Context: an optimization exercise on an open-source flow, tuned for small area and a short achievable clock period. The choices shown serve that exercise and are no tape-out recipe.
Where RTL was checked, it was by simulation tests only, not by an equivalence proof against the original.
Power and IR drop assume default switching activity.

==> ember: inputs <==
==> flow/design.v (excerpt) <==
module mac5 #(parameter WIDTH=32)
   (input logic [(WIDTH/2)-1:0] a,
    input logic [(WIDTH/2)-1:0] b,
    input logic               clk, reset,
    output logic [WIDTH-1:0]  out);
clock: 7.0 ns
lec_check: 0
abc_clock_period_in_ps: 1000
cap_margin: 10
core_margin: 2
core_utilization: 40
setup_slack_margin: 4.5
slew_margin: 10
synth_hierarchical: 1
synth_minimum_keep_size: 0
tns_end_percent: 5
standard.sh (not shown) runs the stock make flow with config.mk's settings and CLKGATE_MAP_FILE= SYNTH_SCRIPT=/design/flow/synth_recipe.tcl, a recipe that flattens the netlist after the stock synthesis.
==> flow/flow/run.sh <==
#!/bin/bash
# Standard layout, with port buffers of a plain buffer cell, sizing not held to
# the cells' footprints, and a clock tree without dummy loads.
bash standard.sh MATCH_CELL_FOOTPRINT=0 \
  BUFFER_PORTS_ARGS="-buffer_cell sky130_fd_sc_hd__buf_1" \
  CTS_ARGS="-sink_clustering_enable -repair_clock_nets -dont_use_dummy_load -sink_clustering_size 30 -sink_clustering_max_diameter 60" \
  finish > standard.log 2>&1
==> pepper: changes against ember <==
==> flow/flow/run.sh (replaced) <==
#!/bin/bash
# Standard layout, with port buffers of a plain buffer cell, sizing not held to
# the cells' footprints, and a clock tree without dummy loads.
bash standard.sh MATCH_CELL_FOOTPRINT=0 \
  BUFFER_PORTS_ARGS="-buffer_cell sky130_fd_sc_hd__buf_1" \
  CTS_ARGS="-sink_clustering_enable -repair_clock_nets -dont_use_dummy_load -sink_clustering_size 24 -sink_clustering_max_diameter 50 -root_buf sky130_fd_sc_hd__clkbuf_16 -buf_list sky130_fd_sc_hd__clkbuf_8" \
  finish > standard.log 2>&1
CAP_MARGIN = 20   (was 10)
SLEW_MARGIN = 20   (was 10)
TNS_END_PERCENT = not set   (was 5)
==> notes <==
- Utilization is about the same in ember and pepper.
- Die area is the same in ember and pepper.
- Between ember and pepper, the lower combinational power is in ember (gap about 2%, measured against pepper).
- Against ember, the non-clock buffer count of pepper is higher by 6.

* * *

==> run a <==
Another version of the RTL of mac5 (not shown whole).
make LEC_CHECK=0 ABC_CLOCK_PERIOD_IN_PS=1000 CAP_MARGIN=20 CORE_MARGIN=2 CORE_UTILIZATION=40 SETUP_SLACK_MARGIN=4.5 SLEW_MARGIN=20 SYNTH_HIERARCHICAL=1 SYNTH_MINIMUM_KEEP_SIZE=0 finish   # period 7.0 ns
run.sh (not shown) runs the stock make flow with config.mk's settings and CLKGATE_MAP_FILE= SYNTH_SCRIPT=/design/flow/synth_recipe.tcl, a recipe that flattens the netlist after the stock synthesis.
Stock flow here: none of the scripts above is used.
==> run b: changes against run a <==
--- a/flow/design.v
+++ b/flow/design.v
@@ -676,146 +676,13 @@
    wire s521, c522;
    mac5_fa u_s521 (.a(q2_26_0), .b(q2_26_1), .c(q2_26_2), .s(s521), .co(c522));
    wire s523, c524;
    mac5_fa u_s523 (.a(q2_27_0), .b(q2_27_1), .c(q2_27_2), .s(s523), .co(c524));
    wire [31:0] sx = {q3_31_0, q3_30_0, q3_29_0, q3_28_0, q3_27_0, q3_26_0, q3_25_0, q3_24_0, q3_23_0, q3_22_0, q3_21_0, q3_20_0, q3_19_0, q3_18_0, q3_17_0, q3_16_0, q3_15_0, q3_14_0, q3_13_0, q3_12_0, q3_11_0, q3_10_0, q3_9_0, q3_8_0, q3_7_0, q3_6_0, q3_5_0, q3_4_0, q3_3_0, q3_2_0, q3_1_0, q3_0_0};
    wire [31:0] sy = {q3_31_1, q3_30_1, q3_29_1, q3_28_1, q3_27_1, q3_26_1, q3_25_1, q3_24_1, q3_23_1, q3_22_1, q3_21_1, q3_20_1, q3_19_1, q3_18_1, q3_17_1, q3_16_1, q3_15_1, q3_14_1, q3_13_1, q3_12_1, q3_11_1, q3_10_1, q3_9_1, q3_8_1, q3_7_1, q3_6_1, q3_5_1, q3_4_1, q3_3_1, 1'b1, 1'b1, 1'b1};
-   wire [31:0] x = sx, y = sy;
-   wire [31:0] g = x & y, p = x ^ y;
-   wire gc0 = g[0] | p[0];
-   wire G1 = g[1] | (p[1] & gc0);
-   wire G2 = g[3] | (p[3] & g[2]);
-   wire P2 = p[3] & p[2];
-   wire G3 = g[5] | (p[5] & g[4]);
-   wire P3 = p[5] & p[4];
-   wire G4 = g[7] | (p[7] & g[6]);
-   wire P4 = p[7] & p[6];
-   wire G5 = g[9] | (p[9] & g[8]);
-   wire P5 = p[9] & p[8];
-   wire G6 = g[11] | (p[11] & g[10]);
-   wire P6 = p[11] & p[10];
-   wire G7 = g[13] | (p[13] & g[12]);
-   wire P7 = p[13] & p[12];
-   wire G8 = g[15] | (p[15] & g[14]);
-   wire P8 = p[15] & p[14];
-   wire G9 = g[17] | (p[17] & g[16]);
-   wire P9 = p[17] & p[16];
-   wire G10 = g[19] | (p[19] & g[18]);
-   wire P10 = p[19] & p[18];
-   wire G11 = g[21] | (p[21] & g[20]);
-   wire P11 = p[21] & p[20];
-   wire G12 = g[23] | (p[23] & g[22]);
-   wire P12 = p[23] & p[22];
-   wire G13 = g[25] | (p[25] & g[24]);
-   wire P13 = p[25] & p[24];
-   wire G14 = g[27] | (p[27] & g[26]);
-   wire P14 = p[27] & p[26];
-   wire G15 = g[29] | (p[29] & g[28]);
-   wire P15 = p[29] & p[28];
-   wire G16 = g[31] | (p[31] & g[30]);
-   wire P16 = p[31] & p[30];
-   wire G17 = g[2] | (p[2] & G1);
-   wire G18 = G2 | (P2 & G1);
-   wire G19 = g[6] | (p[6] & G3);
-   wire P19 = p[6] & P3;
-   wire G20 = G4 | (P4 & G3);
-   wire P20 = P4 & P3;
-   wire G21 = g[10] | (p[10] & G5);
-   wire P21 = p[10] & P5;
-   wire G22 = G6 | (P6 & G5);
-   wire P22 = P6 & P5;
-   wire G23 = g[14] | (p[14] & G7);
-   wire P23 = p[14] & P7;
-   wire G24 = G8 | (P8 & G7);
-   wire P24 = P8 & P7;
-   wire G25 = g[18] | (p[18] & G9);
-   wire P25 = p[18] & P9;
-   wire G26 = G10 | (P10 & G9);
-   wire P26 = P10 & P9;
-   wire G27 = g[22] | (p[22] & G11);
-   wire P27 = p[22] & P11;
-   wire G28 = G12 | (P12 & G11);
-   wire P28 = P12 & P11;
-   wire G29 = g[26] | (p[26] & G13);
-   wire P29 = p[26] & P13;
-   wire G30 = G14 | (P14 & G13);
-   wire P30 = P14 & P13;
-   wire G31 = g[30] | (p[30] & G15);
-   wire P31 = p[30] & P15;
-   wire G32 = G16 | (P16 & G15);
-   wire P32 = P16 & P15;
-   wire G33 = g[4] | (p[4] & G18);
-   wire G34 = G3 | (P3 & G18);
-   wire G35 = G19 | (P19 & G18);
-   wire G36 = G20 | (P20 & G18);
-   wire G37 = g[12] | (p[12] & G22);
-   wire P37 = p[12] & P22;
-   wire G38 = G7 | (P7 & G22);
-   wire P38 = P7 & P22;
-   wire G39 = G23 | (P23 & G22);
-   wire P39 = P23 & P22;
-   wire G40 = G24 | (P24 & G22);
-   wire P40 = P24 & P22;
-   wire G41 = g[20] | (p[20] & G26);
-   wire P41 = p[20] & P26;
-   wire G42 = G11 | (P11 & G26);
-   wire P42 = P11 & P26;
-   wire G43 = G27 | (P27 & G26);
-   wire P43 = P27 & P26;
-   wire G44 = G28 | (P28 & G26);
-   wire P44 = P28 & P26;
-   wire G45 = g[28] | (p[28] & G30);
-   wire P45 = p[28] & P30;
-   wire G46 = G15 | (P15 & G30);
-   wire P46 = P15 & P30;
-   wire G47 = G31 | (P31 & G30);
-   wire P47 = P31 & P30;
-   wire G48 = G32 | (P32 & G30);
-   wire P48 = P32 & P30;
-   wire G49 = g[8] | (p[8] & G36);
-   wire G50 = G5 | (P5 & G36);
-   wire G51 = G21 | (P21 & G36);
-   wire G52 = G22 | (P22 & G36);
-   wire G53 = G37 | (P37 & G36);
-   wire G54 = G38 | (P38 & G36);
-   wire G55 = G39 | (P39 & G36);
-   wire G56 = G40 | (P40 & G36);
-   wire G57 = g[24] | (p[24] & G44);
-   wire P57 = p[24] & P44;
-   wire G58 = G13 | (P13 & G44);
-   wire P58 = P13 & P44;
-   wire G59 = G29 | (P29 & G44);
-   wire P59 = P29 & P44;
-   wire G60 = G30 | (P30 & G44);
-   wire P60 = P30 & P44;
-   wire G61 = G45 | (P45 & G44);
-   wire P61 = P45 & P44;
-   wire G62 = G46 | (P46 & G44);
-   wire P62 = P46 & P44;
-   wire G63 = G47 | (P47 & G44);
-   wire P63 = P47 & P44;
-   wire G64 = G48 | (P48 & G44);
-   wire P64 = P48 & P44;
-   wire G65 = g[16] | (p[16] & G56);
-   wire G66 = G9 | (P9 & G56);
-   wire G67 = G25 | (P25 & G56);
-   wire G68 = G26 | (P26 & G56);
-   wire G69 = G41 | (P41 & G56);
-   wire G70 = G42 | (P42 & G56);
-   wire G71 = G43 | (P43 & G56);
-   wire G72 = G44 | (P44 & G56);
-   wire G73 = G57 | (P57 & G56);
-   wire G74 = G58 | (P58 & G56);
-   wire G75 = G59 | (P59 & G56);
-   wire G76 = G60 | (P60 & G56);
-   wire G77 = G61 | (P61 & G56);
-   wire G78 = G62 | (P62 & G56);
-   wire G79 = G63 | (P63 & G56);
-   wire G80 = G64 | (P64 & G56);
-   wire [32:0] c = {G80, G79, G78, G77, G76, G75, G74, G73, G72, G71, G70, G69, G68, G67, G66, G65, G56, G55, G54, G53, G52, G51, G50, G49, G36, G35, G34, G33, G18, G17, G1, gc0, 1'b1};
-   wire [31:0] nsum = ~(p ^ c[31:0]);
+   wire [32:0] sum = {sx, 1'b1} + {sy, 1'b1};
    always @(posedge clk or negedge reset)
      if (!reset) f <= 1'b0;
      else f <= 1'b1;
    always @(posedge clk) begin
       ra <= a;
       bneg[0] <= bx[2];
@@ -985,13 +852,13 @@
       q3_29_0 <= q2_29_0;
       q3_29_1 <= q2_29_1;
       q3_30_0 <= q2_30_0;
       q3_30_1 <= q2_30_1;
       q3_31_0 <= q2_31_0;
       q3_31_1 <= q2_31_1;
-      out <= nsum;
+      out <= ~sum[32:1];
    end
 endmodule
 module mac5_fa (input logic a, b, c, output logic s, co);
    assign s = a ^ b ^ c;
    assign co = (a & b) | (a & c) | (b & c);
 endmodule
--- a/flow/config.mk
+++ b/flow/config.mk
@@ -6,10 +6,10 @@
 export NUM_CORES = 4
 export LEC_CHECK = 0
 export ABC_CLOCK_PERIOD_IN_PS = 1000
 export CAP_MARGIN = 20
 export CORE_MARGIN = 2
 export CORE_UTILIZATION = 40
-export SETUP_SLACK_MARGIN = 4.5
+export SETUP_SLACK_MARGIN = 4.4
 export SLEW_MARGIN = 20
 export SYNTH_HIERARCHICAL = 1
 export SYNTH_MINIMUM_KEEP_SIZE = 0
==> run c: changes against run a <==
==> flow/flow/run.sh (new file) <==
#!/bin/bash
# Standard layout, with port buffers of a plain buffer cell and sizing not
# held to the cells' footprints. Full tool output goes to orfs/logs and standard.log.
bash standard.sh MATCH_CELL_FOOTPRINT=0 \
  BUFFER_PORTS_ARGS="-buffer_cell sky130_fd_sc_hd__buf_2" \
  finish > standard.log 2>&1
==> flow/standard.sh (new file) <==
#!/bin/bash
# synth_recipe.tcl (not shown) runs the flow's synth.tcl, then flattens the netlist and writes it again
# the make line also repeats each setting of config.mk as NAME=value (left out here)
make -C /OpenROAD-flow-scripts/flow DESIGN_CONFIG=/design/flow/config.mk WORK_HOME=/design/flow/orfs CLKGATE_MAP_FILE= SYNTH_SCRIPT=/design/flow/synth_recipe.tcl "${@:-finish}"
removed: flow/run.sh
==> run d: changes against run a <==
==> flow/flow/run.sh (new file) <==
#!/bin/bash
# Standard layout, with port buffers of a plain buffer cell, sizing not held to
# the cells' footprints, and a clock tree without dummy loads.
bash standard.sh MATCH_CELL_FOOTPRINT=0 \
  BUFFER_PORTS_ARGS="-buffer_cell sky130_fd_sc_hd__buf_2" \
  CTS_ARGS="-sink_clustering_enable -repair_clock_nets -dont_use_dummy_load -sink_clustering_size 30 -sink_clustering_max_diameter 60" \
  finish > standard.log 2>&1
==> flow/standard.sh (new file) <==
#!/bin/bash
# synth_recipe.tcl (not shown) runs the flow's synth.tcl, then flattens the netlist and writes it again
# the make line also repeats each setting of config.mk as NAME=value (left out here)
make -C /OpenROAD-flow-scripts/flow DESIGN_CONFIG=/design/flow/config.mk WORK_HOME=/design/flow/orfs CLKGATE_MAP_FILE= SYNTH_SCRIPT=/design/flow/synth_recipe.tcl "${@:-finish}"
removed: flow/run.sh
==> results.toml <==
[route]
vias = 7148

[power]
power_clock_mw = 1.28

[cells_and_area]
drive_gt1_share_pct = 23.57
ff_latch_area_mm2 = 0.004543

[logic_synthesis]
synthTopCellsByCount = "217 x dfxtp_1, 161 x fa_1, 145 x xnor2_1, 120 x a22oi_1, 78 x nand2_1"
yosys.area_share.simple_pct = 5.171
synthAdderAreaFrac_pct = 30.77

[status]
outcome = "finished clean"

[timing]
fmax_mhz = 390.1

[setup_path]
r2r_end = "q2_16_0$_DFF_P_"

[global_route]
grt_util_met3_pct = 2.843
The numbers above come from run a.

==> results.toml <==
[status]
outcome = "finished clean"

[timing]
fmax_mhz = 395.6

[logic_synthesis]
yosys.area_share.simple_pct = 5.171
synthTopCellsByCount = "217 x dfxtp_1, 161 x fa_1, 145 x xnor2_1, 120 x a22oi_1, 78 x nand2_1"

[cells_and_area]
ff_latch_area_mm2 = 0.004508
drive_gt1_share_pct = 19.52

[power]
power_clock_uw = 827

[setup_path]
r2r_end = "q2_15_0$_DFF_P_"

[global_route]
grt_util_met3_pct = 2.275

[route]
vias = 6900
The numbers above come from run d.

==> results.toml <==
[status]
outcome = "finished clean"

[cells_and_area]
clock_area_share_pct = 5.725
ff_latch_area_mm2 = 0.004507
drive_gt1_share_pct = 23.77

[setup_path]
setup.worst_path.end_class = "flip-flop"
crit_chain = "clkbuf_4 > a22oi_1 > xnor2_1 > fa_1 > fa_1 > fa_1"
reg2reg_depth = 6

[power]
powerDensity_mw_per_mm2 = 455.9
total_power_mw = 6.218
power_clock_mw = 1.25
p_comb_share_pct = 44.3

[route]
ant_nets = 0

[place]
dp.cells = 1354

[logic_synthesis]
synthAdderAreaFrac_pct = 30.77

[min_path]
holdPathStages = 0
The numbers above come from run c.

==> results.toml <==
[global_route]
antenna_found_initial = 0
grt_util_met3_pct = 2.728

[cells_and_area]
inverters = 28
nets = 1290
drive_gt1_share_pct = 12.18
ff_latch_area_mm2 = 0.004502

[floorplan]
num_io_pins = 66

[timing]
fmax_mhz = 389.9
finalHoldViolCount = 0

[logic_synthesis]
synthTopCellsByCount = "217 x dfxtp_1, 159 x fa_1, 152 x xnor2_1, 121 x a22oi_1, 85 x nand2_1"
synth_area_leader_cell = "dfxtp_1"
synthAdderAreaFrac_pct = 29.54
yosys.area_share.simple_pct = 4.999

[status]
outcome = "finished clean"

[power]
power_clock_mw = 1.26

[route]
vias = 7544

[setup_path]
r2r_end = "out[31]$_DFF_P_"
The numbers above come from run b.

For run a, run c and run d, only the layout was checked, not whether the RTL still works.

-- separate check: timing with driven ports --
How much do the figures lean on ideal ports? The routed layouts below were timed once more, with nothing changed but the port constraints.
Step 1: set_driving_cell puts a clkbuf_16 on clk and a buf_2 on each other input, an assumption about the parent block.
Step 2 times the ports against the registers' clock, not the clock port: input delays grow and output delays shrink by t, the midpoint of the rising clock arrivals with the driver on.
a / b / c = ideal ports / drivers / drivers and shift; a / b = the first two.
run | t, ns | setup WS [ns] | worst hold slack (ns) | clock arrival spread, ns
ember | 0.536 | 4.527 / 4.508 / 4.527 | 0.326 / 0.326 / 0.326 | 0.045 / 0.045
pepper | 0.516 | 4.504 / 4.504 / 4.504 | 0.324 / 0.324 / 0.324 | 0.062 / 0.062
run a | 0.563 | 4.436 / 4.436 / 4.436 | 0.325 / 0.325 / 0.325 | 0.012 / 0.012
run b | 0.560 | 4.435 / 4.387 / 4.440 | 0.326 / 0.326 / 0.326 | 0.020 / 0.019
run c | 0.556 | 4.428 / 4.428 / 4.428 | 0.328 / 0.328 / 0.328 | 0.012 / 0.012
run d | 0.526 | 4.472 / 4.472 / 4.472 | 0.311 / 0.311 / 0.311 | 0.057 / 0.057
After both steps setup and hold are still met in every run listed.
